From an optimization exercise on the open Yosys and OpenROAD flow, aimed at small area; shortcuts taken in it are not production practice. At most, simulation tests tie the RTL to the original design; equivalence was not proved.

==> zinc: inputs <==
==> flow/design.v <==
module axi_apb_bridge_top (
    input         s_axi_clk,
    input         s_axi_aresetn,
    input  [31:0] s_axi_awaddr,
    input         s_axi_awvalid,
    output        s_axi_awready,
    input  [31:0] s_axi_wdata,
    input         s_axi_wvalid,
    input  [3:0]  s_axi_wstrb,
    output        s_axi_wready,
    output [1:0]  s_axi_bresp,
    output        s_axi_bvalid,
    input         s_axi_bready,
    input  [31:0] s_axi_araddr,
    input         s_axi_arvalid,
    output        s_axi_arready,
    output [1:0]  s_axi_rresp,
    output        s_axi_rvalid,
    output [31:0] s_axi_rdata,
    input         s_axi_rready,
    input  [2:0]  s_axi_arprot,
    input  [2:0]  s_axi_awprot,
    output [31:0] m_apb_paddr,
    output [2:0]  m_apb_pprot,
    output [15:0] m_apb_psel,
    output        m_apb_penable,
    output        m_apb_pwrite,
    output [31:0] m_apb_pwdata,
    output [3:0]  m_apb_pstrb,
    input  [15:0] m_apb_pready,
    input  [31:0] m_apb_prdata,
    input  [31:0] m_apb_prdata2,
    input  [31:0] m_apb_prdata3,
    input  [31:0] m_apb_prdata4,
    input  [31:0] m_apb_prdata5,
    input  [31:0] m_apb_prdata6,
    input  [31:0] m_apb_prdata7,
    input  [31:0] m_apb_prdata8,
    input  [31:0] m_apb_prdata9,
    input  [31:0] m_apb_prdata10,
    input  [31:0] m_apb_prdata11,
    input  [31:0] m_apb_prdata12,
    input  [31:0] m_apb_prdata13,
    input  [31:0] m_apb_prdata14,
    input  [31:0] m_apb_prdata15,
    input  [31:0] m_apb_prdata16,
    input  [15:0] m_apb_pslverr
);
localparam [2:0] S_IDLE  = 3'b000;   
localparam [2:0] S_RRESP = 3'b001;   
localparam [2:0] S_WDW   = 3'b010;   
localparam [2:0] S_WAW   = 3'b011;   
localparam [2:0] S_RS    = 3'b100;   
localparam [2:0] S_RA    = 3'b101;   
localparam [2:0] S_WS    = 3'b110;   
localparam [2:0] S_WA    = 3'b111;   
reg  [2:0]  state;
reg         rvalid, bvalid;
reg         resp;            
reg  [4:0]  tcnt;            
reg  [31:0] addr, wdat, rdat;
reg  [2:0]  prot;
reg  [3:0]  strb;
wire st_idle  = state == S_IDLE;
wire st_rresp = state == S_RRESP;
wire st_wdw   = state == S_WDW;
wire st_waw   = state == S_WAW;
wire st_rs    = state == S_RS;
wire st_ra    = state == S_RA;
wire st_ws    = state == S_WS;
wire st_acc   = state[2] & state[0];
wire [15:0] dec;
assign dec[0]  = addr[31:12] == 20'h00000;
assign dec[1]  = addr[31:12] == 20'h00001;
assign dec[2]  = addr[31:13] == 19'h00001;
assign dec[3]  = addr[31:8]  == 24'h000100;
assign dec[4]  = addr[31:8]  == 24'h000101;
assign dec[5]  = addr[31:16] == 16'h0002;
assign dec[6]  = addr[31:6]  == 26'h0400000;
assign dec[7]  = addr[31:6]  == 26'h0400001;
assign dec[8]  = addr[31:28] == 4'h2;
assign dec[9]  = addr[31:12] == 20'h40000;
assign dec[10] = addr[31:12] == 20'h40001;
assign dec[11] = addr[31:12] == 20'h40002;
assign dec[12] = addr[31:15] == 17'h08002;
assign dec[13] = addr[31:2]  == 30'h20000000;
assign dec[14] = addr[31:8]  == 24'h800001;
assign dec[15] = (addr[31:28] == 4'hF) & ~(&addr[27:0]);
wire [15:0] psel  = dec & {16{state[2]}};
wire [15:0] pdone = psel & m_apb_pready;
wire        done  = |pdone;
wire        serr  = |(psel & m_apb_pslverr);
wire        tzero = tcnt == 5'd0;
wire go_idle  = st_idle & (~bvalid | s_axi_bready);
wire go_rresp = st_rresp & s_axi_rready;
wire go_read  = st_ra & done & s_axi_rready;
wire go       = go_idle | go_rresp | go_read;
assign s_axi_arready = go & s_axi_arvalid;
assign s_axi_awready = (go & s_axi_awvalid) | st_waw;
assign s_axi_wready  = ((go_idle | go_rresp) & s_axi_wvalid) | st_wdw;
wire [2:0] dispatch = s_axi_arvalid                 ? S_RS  :
                      s_axi_awvalid & s_axi_wvalid  ? S_WS  :
                      s_axi_awvalid                 ? S_WDW :
                      s_axi_wvalid                  ? S_WAW : S_IDLE;
reg [2:0] state_nxt;
always @* begin
    case (state)
    S_IDLE:  state_nxt = go_idle ? dispatch : S_IDLE;
    S_RRESP: state_nxt = s_axi_rready ? dispatch : S_RRESP;
    S_WDW:   state_nxt = s_axi_wvalid ? S_WS : S_WDW;
    S_WAW:   state_nxt = s_axi_awvalid ? S_WS : S_WAW;
    S_RS:    state_nxt = S_RA;
    S_RA:    state_nxt = done ? (s_axi_rready ? dispatch : S_RRESP) : (tzero ? S_RRESP : S_RA);
    S_WS:    state_nxt = S_WA;
    default: state_nxt = (done | tzero) ? S_IDLE : S_WA;
    endcase
end
wire ld_ar = (go_idle | go_read) & s_axi_arvalid;
wire ld_aw = (go_idle | go_read | st_wdw) & s_axi_wvalid;
always @(posedge s_axi_clk or negedge s_axi_aresetn) begin
    if (!s_axi_aresetn) begin
        state  <= S_IDLE;
        rvalid <= 1'b0;
        bvalid <= 1'b0;
        strb   <= 4'b0;
    end else begin
        state  <= state_nxt;
        rvalid <= (st_ra & (done | tzero)) | (st_rresp & ~s_axi_rready);
        bvalid <= (st_idle & bvalid & ~s_axi_bready) | (state == S_WA & (done | tzero));
        if (ld_aw) strb <= s_axi_wstrb;
    end
end
wire addr_hold = st_rs | st_ws | st_wdw | (state == S_WA) | (st_ra & ~done);
wire wdat_hold = st_waw | st_ws | (state == S_WA);
wire [31:0] rsel =
    ({32{pdone[0]}}  & m_apb_prdata)   | ({32{pdone[1]}}  & m_apb_prdata2)  |
    ({32{pdone[2]}}  & m_apb_prdata3)  | ({32{pdone[3]}}  & m_apb_prdata4)  |
    ({32{pdone[4]}}  & m_apb_prdata5)  | ({32{pdone[5]}}  & m_apb_prdata6)  |
    ({32{pdone[6]}}  & m_apb_prdata7)  | ({32{pdone[7]}}  & m_apb_prdata8)  |
    ({32{pdone[8]}}  & m_apb_prdata9)  | ({32{pdone[9]}}  & m_apb_prdata10) |
    ({32{pdone[10]}} & m_apb_prdata11) | ({32{pdone[11]}} & m_apb_prdata12) |
    ({32{pdone[12]}} & m_apb_prdata13) | ({32{pdone[13]}} & m_apb_prdata14) |
    ({32{pdone[14]}} & m_apb_prdata15) | ({32{pdone[15]}} & m_apb_prdata16) |
    ({32{st_rresp}}  & rdat);
always @(posedge s_axi_clk) begin
    rdat <= rsel;
    if (st_acc) resp <= serr | ~done;
    if (st_idle | (st_acc & done)) tcnt <= 5'd16;
    else if (st_acc & ~tzero)      tcnt <= tcnt - 5'd1;
    if (!addr_hold) addr <= (s_axi_arvalid & ~st_waw) ? s_axi_araddr : s_axi_awaddr;
    if (!wdat_hold) wdat <= s_axi_wdata;
    if (ld_ar)      prot <= s_axi_arprot;
    else if (ld_aw) prot <= s_axi_awprot;
end
assign s_axi_rvalid  = rvalid;
assign s_axi_rdata   = rdat;
assign s_axi_rresp   = {resp, 1'b0};
assign s_axi_bvalid  = bvalid;
assign s_axi_bresp   = {resp, 1'b0};
assign m_apb_psel    = psel;
assign m_apb_penable = st_acc;
assign m_apb_pwrite  = state[1];
assign m_apb_paddr   = addr;
assign m_apb_pwdata  = wdat;
assign m_apb_pstrb   = strb;
assign m_apb_pprot   = prot;
endmodule
==> flow/flow/run.sh <==
#!/bin/bash
set -euo pipefail
export BUFFER_PORTS_ARGS="-buffer_cell sky130_fd_sc_hd__buf_1"
bash standard.sh "BUFFER_PORTS_ARGS=$BUFFER_PORTS_ARGS" finish > standard_flow.log 2>&1
==> flow/standard.sh <==
#!/bin/bash
# synth_recipe.tcl (not shown) runs the flow's synth.tcl, then flattens the netlist and writes it again
# the make line also repeats each setting of config.mk as NAME=value (left out here)
make -C /OpenROAD-flow-scripts/flow DESIGN_CONFIG=/design/flow/config.mk WORK_HOME=/design/flow/orfs CLKGATE_MAP_FILE= SYNTH_SCRIPT=/design/flow/synth_recipe.tcl "${@:-finish}"
==> flow/config.mk <==
export PLATFORM = sky130hd
export DESIGN_NAME = axi_apb_bridge_top
export DESIGN_NICKNAME = axi_apb_bridge_top
export VERILOG_FILES = /design/flow/design.v
export SDC_FILE = /design/flow/constraint.sdc
export NUM_CORES = 4
export LEC_CHECK = 0
export ABC_AREA = 1
export CAP_MARGIN = 20
export CORE_AREA = 10 10 280 280
export DIE_AREA = 0 0 290 290
export SLEW_MARGIN = 20
==> flow/constraint.sdc <==
create_clock -name core_clock -period 6.0 [get_ports {s_axi_clk}]
set_input_delay 1.2000 -clock core_clock [delete_from_list [all_inputs] [get_ports {s_axi_clk}]]
set_output_delay 1.2000 -clock core_clock [all_outputs]
set_load 0.01 [all_outputs]
==> yarrow (differences from zinc) <==
--- a/flow/design.v
+++ b/flow/design.v
@@ -1,3 +1,9 @@
+module bridge_aoi222 (input a0, input a1, input b0, input b1, input c0, input c1, output y);
+assign y = ~((a0 & a1) | (b0 & b1) | (c0 & c1));
+endmodule
+module bridge_aoi22 (input a0, input a1, input b0, input b1, output y);
+assign y = ~((a0 & a1) | (b0 & b1));
+endmodule
 module axi_apb_bridge_top (
     input         s_axi_clk,
     input         s_axi_aresetn,
@@ -131,26 +137,55 @@
     end
 end
 wire addr_hold = st_rs | st_ws | st_wdw | (state == S_WA) | (st_ra & ~done);
+wire addr_ar = ~addr_hold & s_axi_arvalid & ~st_waw;
+wire addr_aw = ~addr_hold & ~(s_axi_arvalid & ~st_waw);
+wire [31:0] addr_nxt_n;
+wire [31:0] addr_nxt = ~addr_nxt_n;
+wire prot_aw = ld_aw & ~ld_ar;
+wire prot_hold = ~ld_ar & ~ld_aw;
+wire [2:0] prot_nxt_n;
+wire [2:0] prot_nxt = ~prot_nxt_n;
+genvar a;
+generate
+for (a = 0; a < 32; a = a + 1) begin : abit
+    bridge_aoi222 g (addr_ar, s_axi_araddr[a], addr_aw, s_axi_awaddr[a], addr_hold, addr[a], addr_nxt_n[a]);
+end
+for (a = 0; a < 3; a = a + 1) begin : pbit
+    bridge_aoi222 g (ld_ar, s_axi_arprot[a], prot_aw, s_axi_awprot[a], prot_hold, prot[a], prot_nxt_n[a]);
+end
+endgenerate
 wire wdat_hold = st_waw | st_ws | (state == S_WA);
-wire [31:0] rsel =
-    ({32{pdone[0]}}  & m_apb_prdata)   | ({32{pdone[1]}}  & m_apb_prdata2)  |
-    ({32{pdone[2]}}  & m_apb_prdata3)  | ({32{pdone[3]}}  & m_apb_prdata4)  |
-    ({32{pdone[4]}}  & m_apb_prdata5)  | ({32{pdone[5]}}  & m_apb_prdata6)  |
-    ({32{pdone[6]}}  & m_apb_prdata7)  | ({32{pdone[7]}}  & m_apb_prdata8)  |
-    ({32{pdone[8]}}  & m_apb_prdata9)  | ({32{pdone[9]}}  & m_apb_prdata10) |
-    ({32{pdone[10]}} & m_apb_prdata11) | ({32{pdone[11]}} & m_apb_prdata12) |
-    ({32{pdone[12]}} & m_apb_prdata13) | ({32{pdone[13]}} & m_apb_prdata14) |
-    ({32{pdone[14]}} & m_apb_prdata15) | ({32{pdone[15]}} & m_apb_prdata16) |
-    ({32{st_rresp}}  & rdat);
+wire [31:0] prd [0:15];
+assign prd[0]  = m_apb_prdata;   assign prd[1]  = m_apb_prdata2;
+assign prd[2]  = m_apb_prdata3;  assign prd[3]  = m_apb_prdata4;
+assign prd[4]  = m_apb_prdata5;  assign prd[5]  = m_apb_prdata6;
+assign prd[6]  = m_apb_prdata7;  assign prd[7]  = m_apb_prdata8;
+assign prd[8]  = m_apb_prdata9;  assign prd[9]  = m_apb_prdata10;
+assign prd[10] = m_apb_prdata11; assign prd[11] = m_apb_prdata12;
+assign prd[12] = m_apb_prdata13; assign prd[13] = m_apb_prdata14;
+assign prd[14] = m_apb_prdata15; assign prd[15] = m_apb_prdata16;
+wire [31:0] rsel;
+genvar b;
+generate
+for (b = 0; b < 32; b = b + 1) begin : rbit
+    wire [5:0] t;
+    bridge_aoi222 g0 (pdone[0],  prd[0][b],  pdone[1],  prd[1][b],  pdone[2],  prd[2][b],  t[0]);
+    bridge_aoi222 g1 (pdone[3],  prd[3][b],  pdone[4],  prd[4][b],  pdone[5],  prd[5][b],  t[1]);
+    bridge_aoi222 g2 (pdone[6],  prd[6][b],  pdone[7],  prd[7][b],  pdone[8],  prd[8][b],  t[2]);
+    bridge_aoi222 g3 (pdone[9],  prd[9][b],  pdone[10], prd[10][b], pdone[11], prd[11][b], t[3]);
+    bridge_aoi222 g4 (pdone[12], prd[12][b], pdone[13], prd[13][b], pdone[14], prd[14][b], t[4]);
+    bridge_aoi22  g5 (pdone[15], prd[15][b], st_rresp,  rdat[b],    t[5]);
+    assign rsel[b] = ~&t;
+end
+endgenerate
 always @(posedge s_axi_clk) begin
     rdat <= rsel;
     if (st_acc) resp <= serr | ~done;
     if (st_idle | (st_acc & done)) tcnt <= 5'd16;
     else if (st_acc & ~tzero)      tcnt <= tcnt - 5'd1;
-    if (!addr_hold) addr <= (s_axi_arvalid & ~st_waw) ? s_axi_araddr : s_axi_awaddr;
+    addr <= addr_nxt;
     if (!wdat_hold) wdat <= s_axi_wdata;
-    if (ld_ar)      prot <= s_axi_arprot;
-    else if (ld_aw) prot <= s_axi_awprot;
+    prot <= prot_nxt;
 end
 assign s_axi_rvalid  = rvalid;
 assign s_axi_rdata   = rdat;
==> flow/flow/run.sh (replaced) <==
#!/bin/bash
# The standard layout (standard.sh) with three changes:
#  - synthesis keeps the small AND-OR-invert modules of rtl/read_data_mux.v as
#    their own modules while mapping (SYNTH_HIERARCHICAL 1), then flattens as usual;
#  - ABC maps with an area-oriented script (flow/area.abc) instead of ORFS's;
#  - the port buffers are the smallest buffer cell (sky130_fd_sc_hd__buf_1).
# Synthesis is otherwise the standard flow's own script (synth_recipe.tcl), so the registers
# and their names are those of the standard synthesis.
set -euo pipefail
here=$(pwd)
{
  echo 'proc abc {args} {'
  echo '  set i [lsearch -exact $args -script]'
  echo '  if {$i >= 0} { lset args [expr {$i + 1}] $::env(MY_ABC_SCRIPT) }'
  echo '  yosys abc {*}$args'
  echo '}'
  cat synth_recipe.tcl
} > my_synth.tcl
export MY_ABC_SCRIPT=$here/flow/area.abc
bash standard.sh SYNTH_SCRIPT=$here/my_synth.tcl SYNTH_HIERARCHICAL=1 \
  "BUFFER_PORTS_ARGS=-buffer_cell sky130_fd_sc_hd__buf_1" finish > standard_flow.log 2>&1
==> flow/flow/area.abc (new file) <==
strash; dc2; &get -n; &dch -f; &nf -a -R 1000; &put
==> summary.txt <==
- Global-route usage: yarrow is lower than zinc (1.0 points).
- Against yarrow, the non-clock buffer count of zinc is higher by 7.
- Of zinc and yarrow, zinc has the higher maximum frequency (gap about 24%, measured against yarrow).
- Design area: yarrow is smaller than zinc (12%).
- Synthesized cell count: yarrow is lower than zinc (47%).
For yarrow, only the layout was checked, not whether the RTL still works.

==> separate check: timing with driven ports <==
How much do the figures lean on ideal ports? The routed layouts below were timed once more, with nothing changed but the port constraints. Step 1: set_driving_cell puts a clkbuf_16 on s_axi_clk and a buf_2 on each other input, an assumption about the parent block. Step 2 also shifts input and output timing later by t, the mid clock arrival at the registers, as if the neighbouring blocks saw the same clock. Slacks: ideal / step 1 / step 2; pairs: ideal / step 1.
run | t, ns | setup WS [ns] | hold slack, ns | worst setup path after step 2
zinc | 0.509 | 1.649 / 1.600 / 2.109 | 0.479 / 0.479 / 0.479 | register to output
yarrow | 0.495 | 0.586 / 0.538 / 1.033 | 0.476 / 0.476 / 0.476 | register to output
After both steps setup and hold are still met in every run listed.
